Context: an optimization exercise on an open-source flow, tuned for small area. The choices shown serve that exercise and are no tape-out recipe.
The RTL was checked by simulation tests, not by an equivalence proof against the original design.
No activity file was given, so power comes from the tool's default toggle rates.

## design/flow/config.mk

```make
export PLATFORM = sky130hd
export DESIGN_NAME = Main
export DESIGN_NICKNAME = Main
export VERILOG_FILES = /design/flow/design.v
export SDC_FILE = /design/flow/constraint.sdc
export NUM_CORES = 4
export LEC_CHECK = 0
export CAP_MARGIN = 20
export CORE_MARGIN = 2
export CORE_UTILIZATION = 40
export SLEW_MARGIN = 20
```

## design/flow/run.sh

```bash
#!/bin/bash
# synth_recipe.tcl (not shown) runs the flow's synth.tcl, then flattens the netlist and writes it again
# the make line also repeats each setting of config.mk as NAME=value (left out here)
make -C /OpenROAD-flow-scripts/flow DESIGN_CONFIG=/design/flow/config.mk WORK_HOME=/design/flow/orfs CLKGATE_MAP_FILE= SYNTH_SCRIPT=/design/flow/synth_recipe.tcl finish
```

## design/flow/design.v

```verilog
module Main #(
    parameter [47:0] LOCAL_MAC = 48'h02_12_34_56_78_9A,
    parameter [31:0] LOCAL_IP  = {8'd10,8'd10,8'd10,8'd100},
    parameter [15:0] LOCAL_PORT = 16'd5005,
    parameter integer POR_BITS = 4
)(
    input  wire        CLK,       
    input  wire        CLK50,      
    input  wire        BTN1,
    input  wire        BTN2,
    input  wire        RMII_CRS_DV,
    input  wire [1:0]  RMII_RXD,
    input  wire        RMII_RX_ER,    
    output wire        RMII_TX_EN,
    output wire [1:0]  RMII_TXD,
    output wire        RMII_MDC,
    input  wire        RMII_MDIO,
    output wire        LED1,
    output wire        LED2,
    output wire        LED3
);
    wire clk = CLK50;
    reg [POR_BITS-1:0] por_cnt;
    reg        por_done;
    always @(posedge clk) begin
        if (!BTN1) begin
            por_cnt <= {POR_BITS{1'b0}};
            por_done <= 1'b0;
        end else begin
            if (!por_done) begin
                por_cnt <= por_cnt + 1'b1;
                if (por_cnt == {POR_BITS{1'b1}}) por_done <= 1'b1;
            end
        end
    end
    wire rst = ~por_done;
    assign RMII_MDC  = 1'b0;
    wire        rx_sof, rx_eof, rx_vld;
    wire [7:0]  rx_byte;
    rmii_rx u_rmii_rx(
        .clk50(clk),
        .rst(rst),
        .crs_dv(RMII_CRS_DV),
        .rxd(RMII_RXD),
        .rx_er(RMII_RX_ER),
        .sof(rx_sof),
        .eof(rx_eof),
        .vld(rx_vld),
        .byte_out(rx_byte)
    );
    wire        arp_req;
    wire [47:0] arp_src_mac;
    wire [31:0] arp_src_ip;
    wire        udp_done;
    wire [47:0] udp_src_mac;
    wire [31:0] udp_src_ip;
    wire [15:0] udp_src_port;
    wire [15:0] udp_dst_port;
    wire        pay_vld;
    wire [7:0]  pay_byte;
    wire [15:0] pay_idx;
    wire        pay_last;
    ipv4_tcp_rx #(
        .LOCAL_MAC(LOCAL_MAC),
        .LOCAL_IP(LOCAL_IP),
        .LOCAL_PORT(LOCAL_PORT)
    ) u_rxdec (
        .clk(clk),
        .rst(rst),
        .sof(rx_sof),
        .eof(rx_eof),
        .vld(rx_vld),
        .byte_in(rx_byte),
        .arp_req(arp_req),
        .arp_src_mac(arp_src_mac),
        .arp_src_ip(arp_src_ip),
        .udp_done(udp_done),
        .udp_src_mac(udp_src_mac),
        .udp_src_ip(udp_src_ip),
        .udp_src_port(udp_src_port),
        .udp_dst_port(udp_dst_port),
        .pay_vld(pay_vld),
        .pay_byte(pay_byte),
        .pay_idx(pay_idx),
        .pay_last(pay_last)
    );
    wire        tx_req;
    wire [15:0] tx_len;
    wire        tx_busy;
    wire        tx_done;
    wire [15:0] tx_rd_idx;
    wire [7:0]  tx_rd_byte;
    tcp_echo_server #(
        .LOCAL_MAC(LOCAL_MAC),
        .LOCAL_IP(LOCAL_IP),
        .LOCAL_PORT(LOCAL_PORT)
    ) u_reply (
        .clk(clk),
        .rst(rst),
        .arp_req(arp_req),
        .arp_src_mac(arp_src_mac),
        .arp_src_ip(arp_src_ip),
        .udp_done(udp_done),
        .udp_src_mac(udp_src_mac),
        .udp_src_ip(udp_src_ip),
        .udp_src_port(udp_src_port),
        .udp_dst_port(udp_dst_port),
        .pay_vld(pay_vld),
        .pay_byte(pay_byte),
        .pay_idx(pay_idx),
        .pay_last(pay_last),
        .tx_req(tx_req),
        .tx_len(tx_len),
        .tx_busy(tx_busy),
        .tx_rd_idx(tx_rd_idx),
        .tx_rd_byte(tx_rd_byte),
        .tx_done(tx_done)
    );
    eth_tx_framer u_framer(
        .clk(clk),
        .rst(rst),
        .start(tx_req),
        .frame_len(tx_len),
        .rd_idx(tx_rd_idx),
        .rd_byte(tx_rd_byte),
        .busy(tx_busy),
        .done(tx_done),
        .rmii_tx_en(RMII_TX_EN),
        .rmii_txd(RMII_TXD)
    );
    assign LED1 = ~rx_vld;       
    assign LED2 = ~tx_req;       
    assign LED3 = ~RMII_TX_EN;   
endmodule
module rmii_rx(
    input  wire       clk50,
    input  wire       rst,
    input  wire       crs_dv,
    input  wire [1:0] rxd,
    input  wire       rx_er,
    output reg        sof,
    output reg        eof,
    output reg        vld,
    output reg [7:0]  byte_out
);
    reg dv_d;
    reg [1:0] p2;
    reg [7:0] sh;
    reg [7:0] assembled;
    localparam ST_IDLE = 2'd0;
    localparam ST_PREAM = 2'd1;
    localparam ST_DATA = 2'd2;
    reg [1:0] st;
    reg       sof_pending;
    always @(posedge clk50) begin
        if (rst) begin
            dv_d <= 1'b0;
            p2 <= 2'd0;
            sh <= 8'd0;
            sof <= 1'b0;
            eof <= 1'b0;
            vld <= 1'b0;
            byte_out <= 8'd0;
            st <= ST_IDLE;
            sof_pending <= 1'b0;
        end else begin
            sof <= 1'b0;
            eof <= 1'b0;
            vld <= 1'b0;
            dv_d <= crs_dv;
            if (!dv_d && crs_dv) begin
                st <= ST_PREAM;
                p2 <= 2'd0;
                sof_pending <= 1'b0;
            end
            if (dv_d && !crs_dv) begin
                eof <= 1'b1;
                st <= ST_IDLE;
                p2 <= 2'd0;
                sof_pending <= 1'b0;
            end
            if (crs_dv) begin
                case (p2)
                    2'd0: begin sh[1:0] <= rxd; p2 <= 2'd1; end
                    2'd1: begin sh[3:2] <= rxd; p2 <= 2'd2; end
                    2'd2: begin sh[5:4] <= rxd; p2 <= 2'd3; end
                    2'd3: begin
                        sh[7:6] <= rxd;
                        p2 <= 2'd0;
                        assembled <= {rxd, sh[5:0]};
                        if (st == ST_PREAM) begin
                            if ({rxd, sh[5:0]} == 8'hD5) begin
                                st <= ST_DATA;
                                sof_pending <= 1'b1;  
                            end
                        end else if (st == ST_DATA) begin
                            vld <= 1'b1;
                            byte_out <= {rxd, sh[5:0]};
                            if (sof_pending) begin
                                sof <= 1'b1;
                                sof_pending <= 1'b0;
                            end
                        end
                    end
                endcase
            end
        end
    end
endmodule
module ipv4_tcp_rx #(
    parameter [47:0] LOCAL_MAC  = 48'h02_12_34_56_78_9A,
    parameter [31:0] LOCAL_IP   = {8'd10,8'd10,8'd10,8'd100},
    parameter [15:0] LOCAL_PORT = 16'd5005
)(
    input  wire        clk,
    input  wire        rst,
    input  wire        sof,
    input  wire        eof,
    input  wire        vld,
    input  wire [7:0]  byte_in,
    output reg         arp_req,
    output reg  [47:0] arp_src_mac,
    output reg  [31:0] arp_src_ip,
    output reg         udp_done,
    output reg  [47:0] udp_src_mac,
    output reg  [31:0] udp_src_ip,
    output reg  [15:0] udp_src_port,
    output reg  [15:0] udp_dst_port,
    output reg         pay_vld,
    output reg  [7:0]  pay_byte,
    output reg  [15:0] pay_idx,
    output reg         pay_last
);
    reg [15:0] idx;
    reg [47:0] dmac, smac;
    reg [15:0] etype;
    reg [15:0] arp_op;
    reg [47:0] arp_sha;
    reg [31:0] arp_spa;
    reg [31:0] arp_tpa;
    reg [7:0]  ip_vihl;
    reg [7:0]  ip_proto;
    reg [31:0] ip_src;
    reg [31:0] ip_dst;
    reg [15:0] l4_start;
    reg [15:0] udp_sport;
    reg [15:0] udp_dport;
    reg        udp_match;
    reg [15:0] payload_start;
    wire [15:0] idx_c = sof ? 16'd0 : idx;
    wire is_arp  = (etype == 16'h0806);
    wire is_ipv4 = (etype == 16'h0800);
    always @(posedge clk) begin
        if (rst) begin
            idx <= 0;
            dmac <= 0; smac <= 0; etype <= 0;
            arp_op <= 0; arp_sha <= 0; arp_spa <= 0; arp_tpa <= 0;
            ip_vihl <= 0; ip_proto <= 0; ip_src <= 0; ip_dst <= 0; l4_start <= 16'd34;
            udp_sport <= 0; udp_dport <= 0;
            udp_match <= 1'b0;
            payload_start <= 0;
            arp_req <= 1'b0;
            arp_src_mac <= 0;
            arp_src_ip <= 0;
            udp_done <= 1'b0;
            udp_src_mac <= 0; udp_src_ip <= 0;
            udp_src_port <= 0; udp_dst_port <= 0;
            pay_vld <= 1'b0; pay_byte <= 0; pay_idx <= 0; pay_last <= 1'b0;
        end else begin
            arp_req <= 1'b0;
            udp_done <= 1'b0;
            pay_vld <= 1'b0;
            pay_last <= 1'b0;
            if (sof) begin
                idx <= 0;
                dmac <= 0; smac <= 0; etype <= 0;
                arp_op <= 0; arp_sha <= 0; arp_spa <= 0; arp_tpa <= 0;
                ip_vihl <= 0; ip_proto <= 0; ip_src <= 0; ip_dst <= 0;
                l4_start <= 16'd34;
                udp_sport <= 0; udp_dport <= 0;
                udp_match <= 1'b0;
                payload_start <= 16'd0;
                pay_idx <= 16'd0;
            end
            if (vld) begin
                if (idx_c < 16'd6)       dmac <= {dmac[39:0], byte_in};
                else if (idx_c < 16'd12) smac <= {smac[39:0], byte_in};
                else if (idx_c == 16'd12) etype[15:8] <= byte_in;
                else if (idx_c == 16'd13) etype[7:0]  <= byte_in;
                if (idx_c == 16'd20) arp_op[15:8] <= byte_in;
                if (idx_c == 16'd21) arp_op[7:0]  <= byte_in;
                if (idx_c >= 16'd22 && idx_c < 16'd28) arp_sha <= {arp_sha[39:0], byte_in};
                if (idx_c >= 16'd28 && idx_c < 16'd32) arp_spa <= {arp_spa[23:0], byte_in};
                if (idx_c >= 16'd38 && idx_c < 16'd42) arp_tpa <= {arp_tpa[23:0], byte_in};
                if (idx_c == 16'd14) begin
                    ip_vihl <= byte_in;
                    l4_start <= 16'd14 + {10'd0, byte_in[3:0], 2'b00};
                end
                if (idx_c == 16'd23) ip_proto <= byte_in;
                if (idx_c >= 16'd26 && idx_c < 16'd30) ip_src <= {ip_src[23:0], byte_in};
                if (idx_c >= 16'd30 && idx_c < 16'd34) ip_dst <= {ip_dst[23:0], byte_in};
                if (idx_c == (l4_start + 16'd0)) udp_sport[15:8] <= byte_in;
                if (idx_c == (l4_start + 16'd1)) udp_sport[7:0]  <= byte_in;
                if (idx_c == (l4_start + 16'd2)) udp_dport[15:8] <= byte_in;
                if (idx_c == (l4_start + 16'd3)) begin
                    udp_dport[7:0] <= byte_in;
                    if (is_ipv4 && (ip_proto == 8'd17) && (ip_dst == LOCAL_IP) &&
                        ({udp_dport[15:8], byte_in} == LOCAL_PORT)) begin
                        udp_match <= 1'b1;
                        payload_start <= l4_start + 16'd8;
                    end
                end
                if (udp_match && idx_c >= payload_start) begin
                    pay_vld <= 1'b1;
                    pay_byte <= byte_in;
                    pay_idx <= (idx_c - payload_start);
                end
                idx <= idx_c + 16'd1;
            end
            if (eof) begin
                if (is_arp && (arp_op == 16'h0001) && (arp_tpa == LOCAL_IP)) begin
                    arp_req <= 1'b1;
                    arp_src_mac <= arp_sha;
                    arp_src_ip  <= arp_spa;
                end
                if (udp_match) begin
                    udp_done <= 1'b1;
                    udp_src_mac <= smac;
                    udp_src_ip  <= ip_src;
                    udp_src_port <= udp_sport;
                    udp_dst_port <= udp_dport;
                    pay_last <= 1'b1;
                end
                udp_match <= 1'b0;
            end
        end
    end
endmodule
module tcp_echo_server #(
    parameter [47:0] LOCAL_MAC  = 48'h02_12_34_56_78_9A,
    parameter [31:0] LOCAL_IP   = {8'd10,8'd10,8'd10,8'd100},
    parameter [15:0] LOCAL_PORT = 16'd5005,
    parameter [15:0] MAX_PAY    = 16'd512
)(
    input  wire        clk,
    input  wire        rst,
    input  wire        arp_req,
    input  wire [47:0] arp_src_mac,
    input  wire [31:0] arp_src_ip,
    input  wire        udp_done,
    input  wire [47:0] udp_src_mac,
    input  wire [31:0] udp_src_ip,
    input  wire [15:0] udp_src_port,
    input  wire [15:0] udp_dst_port,
    input  wire        pay_vld,
    input  wire [7:0]  pay_byte,
    input  wire [15:0] pay_idx,
    input  wire        pay_last,
    output reg         tx_req,
    output reg  [15:0] tx_len,
    input  wire        tx_busy,
    output reg         tx_byte_vld,
    output reg  [7:0]  tx_byte,
    input  wire        tx_done,
    input  wire [15:0] tx_rd_idx,
    output wire [7:0]  tx_rd_byte
);
    reg [7:0] mem [0:511];
    reg [15:0] pay_count;
    always @(posedge clk) begin
        if (rst) begin
            pay_count <= 16'd0;
        end else begin
            if (pay_vld && (pay_idx < MAX_PAY)) begin
                mem[pay_idx[8:0]] <= pay_byte;
            end
            if (pay_last) begin
                pay_count <= pay_idx + 16'd1;
            end
        end
    end
    reg mode_arp;
    reg [47:0] peer_mac;
    reg [31:0] peer_ip;
    reg [15:0] peer_port;
    reg sending;
    reg [15:0] out_idx;
    wire [15:0] ip_total_len_w = 16'd28 + pay_count;  
    wire [15:0] udp_len_w      = 16'd8  + pay_count;
    reg [31:0] sum32;
    reg [15:0] ip_chk;
    assign tx_rd_byte = build_byte(mode_arp, tx_rd_idx);
    always @(*) begin
        sum32 = 32'd0;
        sum32 = sum32 + 32'h00004500;
        sum32 = sum32 + {16'd0, ip_total_len_w};
        sum32 = sum32 + 32'h00001234;
        sum32 = sum32 + 32'h00004000;
        sum32 = sum32 + 32'h00004011;
        sum32 = sum32 + 32'h00000000;
        sum32 = sum32 + {16'd0, LOCAL_IP[31:16]};
        sum32 = sum32 + {16'd0, LOCAL_IP[15:0]};
        sum32 = sum32 + {16'd0, peer_ip[31:16]};
        sum32 = sum32 + {16'd0, peer_ip[15:0]};
        sum32 = (sum32 & 32'h0000FFFF) + (sum32 >> 16);
        sum32 = (sum32 & 32'h0000FFFF) + (sum32 >> 16);
        ip_chk = ~sum32[15:0];
    end
    always @(posedge clk) begin
        if (rst) begin
            tx_req <= 1'b0;
            tx_len <= 16'd0;
            mode_arp <= 1'b0;
            peer_mac <= 48'd0;
            peer_ip <= 32'd0;
            peer_port <= 16'd0;
            sending <= 1'b0;
            out_idx <= 16'd0;
            tx_byte_vld <= 1'b0;
            tx_byte <= 8'd0;
        end else begin
            tx_req <= 1'b0;
            tx_byte_vld <= 1'b0;
            if (!sending && !tx_busy) begin
                if (arp_req) begin
                    mode_arp <= 1'b1;
                    peer_mac <= arp_src_mac;
                    peer_ip  <= arp_src_ip;
                    peer_port <= 16'd0;
                    tx_len <= 16'd60;           
                    tx_req <= 1'b1;
                    sending <= 1'b1;
                    out_idx <= 16'd0;
                end else if (udp_done) begin
                    mode_arp <= 1'b0;
                    peer_mac <= udp_src_mac;
                    peer_ip  <= udp_src_ip;
                    peer_port <= udp_src_port;
                    tx_len <= 16'd42 + pay_count;   
                    tx_req <= 1'b1;
                    sending <= 1'b1;
                    out_idx <= 16'd0;
                end
            end
            if (sending && tx_busy) begin
                tx_byte_vld <= 1'b1;
                tx_byte <= build_byte(mode_arp, out_idx);
                out_idx <= out_idx + 16'd1;
            end
            if (tx_done) begin
                sending <= 1'b0;
            end
        end
    end
    function [7:0] build_byte;
        input mode_arp_f;
        input [15:0] i;
        reg [7:0] b;
        reg [15:0] pi;
        begin
            b = 8'h00;
            if (mode_arp_f) begin
                if (i==16'd0)  b=peer_mac[47:40];
                if (i==16'd1)  b=peer_mac[39:32];
                if (i==16'd2)  b=peer_mac[31:24];
                if (i==16'd3)  b=peer_mac[23:16];
                if (i==16'd4)  b=peer_mac[15:8];
                if (i==16'd5)  b=peer_mac[7:0];
                if (i==16'd6)  b=LOCAL_MAC[47:40];
                if (i==16'd7)  b=LOCAL_MAC[39:32];
                if (i==16'd8)  b=LOCAL_MAC[31:24];
                if (i==16'd9)  b=LOCAL_MAC[23:16];
                if (i==16'd10) b=LOCAL_MAC[15:8];
                if (i==16'd11) b=LOCAL_MAC[7:0];
                if (i==16'd12) b=8'h08;
                if (i==16'd13) b=8'h06;
                if (i==16'd14) b=8'h00; if (i==16'd15) b=8'h01;
                if (i==16'd16) b=8'h08; if (i==16'd17) b=8'h00;
                if (i==16'd18) b=8'h06; if (i==16'd19) b=8'h04;
                if (i==16'd20) b=8'h00; if (i==16'd21) b=8'h02;
                if (i==16'd22) b=LOCAL_MAC[47:40];
                if (i==16'd23) b=LOCAL_MAC[39:32];
                if (i==16'd24) b=LOCAL_MAC[31:24];
                if (i==16'd25) b=LOCAL_MAC[23:16];
                if (i==16'd26) b=LOCAL_MAC[15:8];
                if (i==16'd27) b=LOCAL_MAC[7:0];
                if (i==16'd28) b=LOCAL_IP[31:24];
                if (i==16'd29) b=LOCAL_IP[23:16];
                if (i==16'd30) b=LOCAL_IP[15:8];
                if (i==16'd31) b=LOCAL_IP[7:0];
                if (i==16'd32) b=peer_mac[47:40];
                if (i==16'd33) b=peer_mac[39:32];
                if (i==16'd34) b=peer_mac[31:24];
                if (i==16'd35) b=peer_mac[23:16];
                if (i==16'd36) b=peer_mac[15:8];
                if (i==16'd37) b=peer_mac[7:0];
                if (i==16'd38) b=peer_ip[31:24];
                if (i==16'd39) b=peer_ip[23:16];
                if (i==16'd40) b=peer_ip[15:8];
                if (i==16'd41) b=peer_ip[7:0];
            end else begin
                if (i==16'd0)  b=peer_mac[47:40];
                if (i==16'd1)  b=peer_mac[39:32];
                if (i==16'd2)  b=peer_mac[31:24];
                if (i==16'd3)  b=peer_mac[23:16];
                if (i==16'd4)  b=peer_mac[15:8];
                if (i==16'd5)  b=peer_mac[7:0];
                if (i==16'd6)  b=LOCAL_MAC[47:40];
                if (i==16'd7)  b=LOCAL_MAC[39:32];
                if (i==16'd8)  b=LOCAL_MAC[31:24];
                if (i==16'd9)  b=LOCAL_MAC[23:16];
                if (i==16'd10) b=LOCAL_MAC[15:8];
                if (i==16'd11) b=LOCAL_MAC[7:0];
                if (i==16'd12) b=8'h08;
                if (i==16'd13) b=8'h00;
                if (i==16'd14) b=8'h45;
                if (i==16'd15) b=8'h00;
                if (i==16'd16) b=ip_total_len_w[15:8];
                if (i==16'd17) b=ip_total_len_w[7:0];
                if (i==16'd18) b=8'h12;
                if (i==16'd19) b=8'h34;
                if (i==16'd20) b=8'h40;
                if (i==16'd21) b=8'h00;
                if (i==16'd22) b=8'h40;
                if (i==16'd23) b=8'h11;
                if (i==16'd24) b=ip_chk[15:8];
                if (i==16'd25) b=ip_chk[7:0];
                if (i==16'd26) b=LOCAL_IP[31:24];
                if (i==16'd27) b=LOCAL_IP[23:16];
                if (i==16'd28) b=LOCAL_IP[15:8];
                if (i==16'd29) b=LOCAL_IP[7:0];
                if (i==16'd30) b=peer_ip[31:24];
                if (i==16'd31) b=peer_ip[23:16];
                if (i==16'd32) b=peer_ip[15:8];
                if (i==16'd33) b=peer_ip[7:0];
                if (i==16'd34) b=LOCAL_PORT[15:8];
                if (i==16'd35) b=LOCAL_PORT[7:0];
                if (i==16'd36) b=peer_port[15:8];
                if (i==16'd37) b=peer_port[7:0];
                if (i==16'd38) b=udp_len_w[15:8];
                if (i==16'd39) b=udp_len_w[7:0];
                if (i==16'd40) b=8'h00;
                if (i==16'd41) b=8'h00;
                if (i >= 16'd42) begin
                    pi = i - 16'd42;
                    if (pi < MAX_PAY) b = mem[pi[8:0]];
                    else b = 8'h00;
                end
            end
            build_byte = b;
        end
    endfunction
endmodule
module eth_tx_framer(
    input  wire        clk,
    input  wire        rst,
    input  wire        start,
    input  wire [15:0] frame_len,       
    output reg  [15:0] rd_idx,           
    input  wire [7:0]  rd_byte,          
    output reg         busy,
    output reg         done,
    output reg         rmii_tx_en,
    output reg  [1:0]  rmii_txd
);
    localparam S_IDLE  = 3'd0;
    localparam S_PREAM = 3'd1;
    localparam S_DATA  = 3'd2;
    localparam S_FCS   = 3'd3;
    localparam S_IPG   = 3'd4;
    reg [2:0] st;
    reg [15:0] cnt;
    reg [2:0] bitp;
    reg [7:0] cur;
    reg        crc_init, crc_en;
    wire [31:0] crc_out;
    eth_fcs32 u_crc(
        .clk(clk),
        .rst(rst),
        .init(crc_init),
        .en(crc_en),
        .data(cur),
        .crc(crc_out)
    );
    reg [1:0] fcs_idx;
    reg [31:0] fcs_latched;
    always @(posedge clk) begin
        if (rst) begin
            st <= S_IDLE;
            busy <= 1'b0;
            done <= 1'b0;
            rmii_tx_en <= 1'b0;
            rmii_txd <= 2'b00;
            cnt <= 16'd0;
            bitp <= 3'd0;
            cur <= 8'd0;
            rd_idx <= 16'd0;
            crc_init <= 1'b0;
            crc_en <= 1'b0;
            fcs_idx <= 2'd0;
            fcs_latched <= 32'd0;
        end else begin
            done <= 1'b0;
            crc_init <= 1'b0;
            crc_en <= 1'b0;
            case (st)
                S_IDLE: begin
                    busy <= 1'b0;
                    rmii_tx_en <= 1'b0;
                    rmii_txd <= 2'b00;
                    cnt <= 16'd0;
                    bitp <= 3'd0;
                    rd_idx <= 16'd0;
                    fcs_idx <= 2'd0;
                    if (start) begin
                        st <= S_PREAM;
                        busy <= 1'b1;
                    end
                end
                S_PREAM: begin
                    rmii_tx_en <= 1'b1;
                    if (cnt < 16'd7) begin
                        cur <= 8'h55;
                        rmii_txd <= 2'b01;
                    end else begin
                        cur <= 8'hD5;
                        rmii_txd <= (bitp == 3'd3) ? 2'b11 : 2'b01;
                    end
                    if (bitp == 3'd3) begin
                        bitp <= 3'd0;
                        cnt <= cnt + 16'd1;
                        if (cnt == 16'd7) begin
                            st <= S_DATA;
                            cnt <= 16'd0;
                            rd_idx <= 16'd0;
                            crc_init <= 1'b1;
                        end
                    end else bitp <= bitp + 3'd1;
                end
                S_DATA: begin
                    rmii_tx_en <= 1'b1;
                    if (bitp == 3'd0) begin
                        cur <= rd_byte;    
                        crc_en <= 1'b1;
                        rmii_txd <= rd_byte[1:0];
                    end else begin
                        rmii_txd <= cur[ (bitp*2) +: 2 ];
                    end
                    if (bitp == 3'd3) begin
                        bitp <= 3'd0;
                        cnt <= cnt + 16'd1;
                        rd_idx <= rd_idx + 16'd1;
                        if (cnt == frame_len - 16'd1) begin
                            fcs_latched <= ~crc_out;
                            st <= S_FCS;
                            fcs_idx <= 2'd0;
                        end
                    end else bitp <= bitp + 3'd1;
                end
                S_FCS: begin
                    rmii_tx_en <= 1'b1;
                    case (fcs_idx)
                        2'd0: begin cur <= fcs_latched[7:0];   rmii_txd <= fcs_latched[ (bitp*2)      +: 2 ]; end
                        2'd1: begin cur <= fcs_latched[15:8];  rmii_txd <= fcs_latched[ (bitp*2) + 8  +: 2 ]; end
                        2'd2: begin cur <= fcs_latched[23:16]; rmii_txd <= fcs_latched[ (bitp*2) + 16 +: 2 ]; end
                        2'd3: begin cur <= fcs_latched[31:24]; rmii_txd <= fcs_latched[ (bitp*2) + 24 +: 2 ]; end
                    endcase
                    if (bitp == 3'd3) begin
                        bitp <= 3'd0;
                        if (fcs_idx == 2'd3) begin
                            st <= S_IPG;
                            cnt <= 16'd0;
                        end else fcs_idx <= fcs_idx + 2'd1;
                    end else bitp <= bitp + 3'd1;
                end
                S_IPG: begin
                    rmii_tx_en <= 1'b0;
                    rmii_txd <= 2'b00;
                    if (cnt == 16'd200) begin
                        st <= S_IDLE;
                        done <= 1'b1;
                    end else cnt <= cnt + 16'd1;
                end
                default: st <= S_IDLE;
            endcase
        end
    end
endmodule
module eth_fcs32(
    input  wire       clk,
    input  wire       rst,
    input  wire       init,
    input  wire       en,
    input  wire [7:0] data,
    output reg  [31:0] crc
);
    integer k;
    reg [31:0] c;
    reg [7:0] d;
    always @(posedge clk) begin
        if (rst) begin
            crc <= 32'hFFFF_FFFF;
        end else begin
            if (init) crc <= 32'hFFFF_FFFF;
            else if (en) begin
                c = crc;
                d = data;
                for (k=0; k<8; k=k+1) begin
                    if ((c[0] ^ d[0]) == 1'b1)
                        c = (c >> 1) ^ 32'hEDB88320;
                    else
                        c = (c >> 1);
                    d = d >> 1;
                end
                crc <= c;
            end
        end
    end
endmodule
```

## design/flow/constraint.sdc

```tcl
create_clock -name core_clock -period 20.0 [get_ports {CLK50}]
set_input_delay 4.0000 -clock core_clock [delete_from_list [all_inputs] [get_ports {CLK50}]]
set_output_delay 4.0000 -clock core_clock [all_outputs]
set_load 0.01 [all_outputs]
```

==> flow_summary_export.csv <==
group,metric,value,unit
timing,worst_slew_pin_slew,1.29,ns
logic_synthesis,syn_nets,12300,
routing,wl_per_cell,27.4,um
critical_path,ff2ff_setup_slack,9.43,ns
logic_synthesis,synth_edf_count,4096,
critical_path,critPathKind,"reg2reg",
power,switching_share,19.9,%
clocking,root_buffer,"clkbuf_16",
critical_path,critPathSlowestCell,"xnor2_1",
run,drv_cap,0,
hold_path,hold_class,"reg2reg",
clocking,h-tree-depth,5,
final_layout,area_delta_synth_final,11.3,%
final_layout,fin_nets,12200,
logic_synthesis,yosysWarnings,6,
floorplanning,core,501000,um^2
timing,period_needed,10.57,ns
critical_path,worstPathRequired,20.85,ns
logic_synthesis,synth.avg_cell_area,16.6,um^2
logic_synthesis,synth_top_area_share,61.2,%
logic_synthesis,ys_ff_latch,4914,
routing,drt_pass1_iterations,8,
clocking,cts-buffers-inserted,483,
global_routing,grt_usage,20.1,%
global_routing,grt_overflow_total,0,
routing,ant_nets,0,
logic_synthesis,yosysMostFrequentCell,"edfxtp_1",
routing,viasPerCell,5.76,
clocking,path_clk_slew,0.06,ns
critical_path,crit_path_frequent_cell,"ha_1",
power,power_frac_seq,55.0,%
critical_path,r2r_end,"u_framer.cur[6]$_SDFFE_PN0P_",
global_routing,grt_pass1_vias,107000,
global_routing,grt_max_degree,213,
timing,tns,0,ns
routing,drc,0,
power,leakage,77.0,nW
timing,fmax,0.0946,GHz
clocking,cts_tree,"built",
logic_synthesis,synth_area_leaders,"edfxtp_1 (61%), mux4_2 (15%), dfxtp_1 (8.1%)",
power,p_int,15.9,mW
final_layout,final_util,44.7,%
critical_path,reg2reg_depth,40,
timing,hold_viol,0,
floorplanning,initial_core_util,40.1,%
clocking,postCtsSetupRepairBufs,0,
logic_synthesis,netlist_instances,12100,
hold_path,hold_path_end,"u_rxdec.udp_src_ip[24]$_SDFFE_PN0P_",
timing,slew_headroom,13.5,%
critical_path,critical-path-max-stage-delay,0.71,ns
critical_path,worstPathMaxFanout,8,
logic_synthesis,synthFlopType,"edfxtp_1",
clocking,cts_resized,0,
placement,dp_hpwl,321,mm
critical_path,cp.arrival,11.42,ns
timing,finalClockSkew,0.129,ns
global_routing,antenna_found_initial,14,
placement,numPortBuffers,10,
logic_synthesis,ys_seq_area_share,69.3,%
routing,vias,110000,
power,power_density,88.8,nW/um^2
critical_path,critPathCaptureType,"register",
floorplanning,die_h,713,um
routing,drt-initial-drc-count,13000,
clocking,clock_path_buffers,4,
clocking,cts_sinks,4914,
power,power_switching,3.96,mW
timing,rsz0062_at_grt,"false",
power,p_clk_share,45.0,%
outcome,status,"timing/DRC/antenna clean",
final_layout,drive_gt1_share,18.9,%
timing,setup_viol_count_final,0,
floorplanning,rows,260,
routing,wl,524,mm
placement,gp_congestion,0.934,
logic_synthesis,synthArstFlopShare,0,%
critical_path,start_kind,"register",
logic_synthesis,syn_area,201000,um^2
logic_synthesis,synth_commonest_cells,"edfxtp_1 (4,096), mux4_2 (1,310), nor2_1 (1,102)",
global_routing,grt_pass1_wl,764,mm
floorplanning,dieArea,508000,um^2
power,p_comb_share,0,%
floorplanning,fp.dieW,713,um
timing,final.period_utilization,52.9,%
final_layout,design_area,224000,um^2
power,ir_worst_vdd,0.0763,mV
floorplanning,ioPinCount,16,
placement,place_area,208000,um^2
hold_path,worstHoldStart,"u_rxdec.ip_src[24]$_SDFF_PN0_",
clocking,clock_latency,1.03,ns
logic_synthesis,synth.distinct_cells,99,
timing,slew_violations,0,
clocking,holdBufCountCts,0,
hold_path,hold_path_depth,2,
critical_path,rr_startpoint,"u_reply.pay_count[3]$_SDFFE_PN0P_",
logic_synthesis,yosysTopAreaCell,"edfxtp_1",
==> cell families after synthesis <==
logic type	share of synthesized area, %
AO/OA/AOI/OAI	4.10
XOR/XNOR	1.26
adder cells (fa/ha/maj)	0.806
buffers and inverters	2.15
flip-flops	69.3
multiplexers	15.4
other	0.00186
AND/OR/NAND/NOR	6.96
==> worst max-delay path by stage <==
stage / depth (start not counted) / slack (ns) / start / end
3_5_place_dp: 40 / 9.82 / u_reply.pay_count[3]$_SDFFE_PN0P_ / u_framer.cur[0]$_SDFFE_PN0P_
2_1_floorplan: 40 / 11.93 / u_reply.pay_count[3]$_SDFFE_PN0P_ / u_framer.cur[4]$_SDFFE_PN0P_
4_1_cts: 40 / 9.66 / u_reply.pay_count[3]$_SDFFE_PN0P_ / u_framer.cur[0]$_SDFFE_PN0P_
5_1_grt: 40 / 8.62 / u_reply.pay_count[3]$_SDFFE_PN0P_ / u_framer.cur[4]$_SDFFE_PN0P_
3_3_place_gp: 40 / 9.70 / u_reply.pay_count[3]$_SDFFE_PN0P_ / u_framer.cur[6]$_SDFFE_PN0P_
6_report: 40 / 9.43 / u_reply.pay_count[3]$_SDFFE_PN0P_ / u_framer.cur[6]$_SDFFE_PN0P_
==> through the flow <==
| step | std cells | hold slack (ns) | setup slack [ns] | power, mW |
|---|---|---|---|---|
| floorplan | 12100 | 0.373 | 11.93 | 11.1 |
| detailed placement | 18200 | 0.382 | 9.82 | 11.1 |
| CTS | 19100 | 0.352 | 9.66 | 20.0 |
| global placement | 18200 | 0.384 | 9.70 | 11.1 |
| global route | 19100 | 0.373 | 8.62 | 20.4 |
| finish | 19100 | 0.355 | 9.43 | 19.9 |
==> cell usage in the layout, fill, tap and decap left out, drive strengths merged, types with 44 or more instances in the layout <==
| cell | count |
|---|---|
| edfxtp | 4096 |
| a21oi | 690 |
| clkinv | 225 |
| mux2i | 139 |
| buf | 237 |
| or2 | 44 |
| o21ai | 173 |
| nor3b | 206 |
| nand4 | 76 |
| nor3 | 110 |
| o211ai | 44 |
| xnor2 | 177 |
| nand3 | 280 |
| xor2 | 107 |
| mux4 | 1310 |
| a211oi | 128 |
| nor2 | 1102 |
| inv | 154 |
| nor4 | 50 |
| ha | 100 |
| nand2 | 902 |
| nor2b | 56 |
| clkbuf | 608 |
| dfxtp | 818 |
==> power by group through the flow <==
stage | Clock (mW) | Sequential (mW) | Combinational, mW
2_1_floorplan | 0 | 11.1 | 0.00228
3_3_place_gp | 0 | 11.1 | 0.00351
3_5_place_dp | 0 | 11.1 | 0.00351
4_1_cts | 9.08 | 10.9 | 0.00356
5_1_grt | 9.47 | 10.9 | 0.00399
6_report | 8.94 | 10.9 | 0.00355
==> final cells by class <==
type / instances / area (um^2)
sequential: 4914 / 139000
antenna: 11 / 27.5
multi-input combinational: 6257 / 57800
clock buffer: 608 / 12800
tap: 6681 / 8360
fill: 43300 / 277000
clock inverter: 289 / 2670
inverter: 141 / 538
timing repair buffer: 247 / 2120
==> worst max-delay path, delay by kind of cell, from the launching register on <==
family	cells	cell delay, ns
fa+ha+maj	9	2.50
flops	1	0.39
xor+xnor	3	1.34
compound gates	10	2.27
simple gates	13	3.26
buf+inv	5	0.60
==> registers in the layout, summed over array words and instances, names as in the netlist, 32 cells and up <==
signal / cells
u_rxdec.ip_dst: 32
u_rxdec.udp_src_ip: 32
u_rxdec.udp_src_mac: 48
u_framer.fcs_latched: 32
u_reply.peer_ip: 32
u_rxdec.ip_src: 32
u_reply.mem: 4096
u_reply.peer_mac: 48
u_rxdec.arp_src_ip: 32
u_rxdec.arp_sha: 48
u_rxdec.arp_spa: 32
u_framer.u_crc.crc: 32
u_rxdec.arp_src_mac: 48
u_rxdec.smac: 48
u_rxdec.arp_tpa: 32
==> routing by layer <==
layer	track usage [%]	vias up	routed length (um)
li1	-	47400	-
met1	28.8	57800	222000
met2	32.0	4116	247000
met3	2.91	871	37000
met4	6.14	8	17000
met5	0.123	-	126

re-timing with driven ports:
How much do the figures lean on ideal ports? The routed layout below was timed once more, with nothing changed but the port constraints. Step 1, drivers: a clkbuf_16 drives CLK50 and a buf_2 each remaining input, both assumed. Step 2 adds t to the input delays and takes it off the output delays; t is the mean of the earliest and latest rising clock arrival at the registers after step 1. Input paths then give back, and output paths get back, about the clock's delay inside the block. Three values: ideal ports, drivers, drivers and shift; two values: the first two.
shift t [ns]: 1.093
slack for setup (ns): 9.428 / 9.428 / 9.428
hold slack, ns: 0.355 / 0.355 / 0.355
worst setup path at the end: register to register
clock arrival spread, ns: 0.153 / 0.153
After both steps setup and hold are still met in this run. For this run, drivers alone change the setup slack by 0.000 ns; drivers and shift together by 0.000 ns.
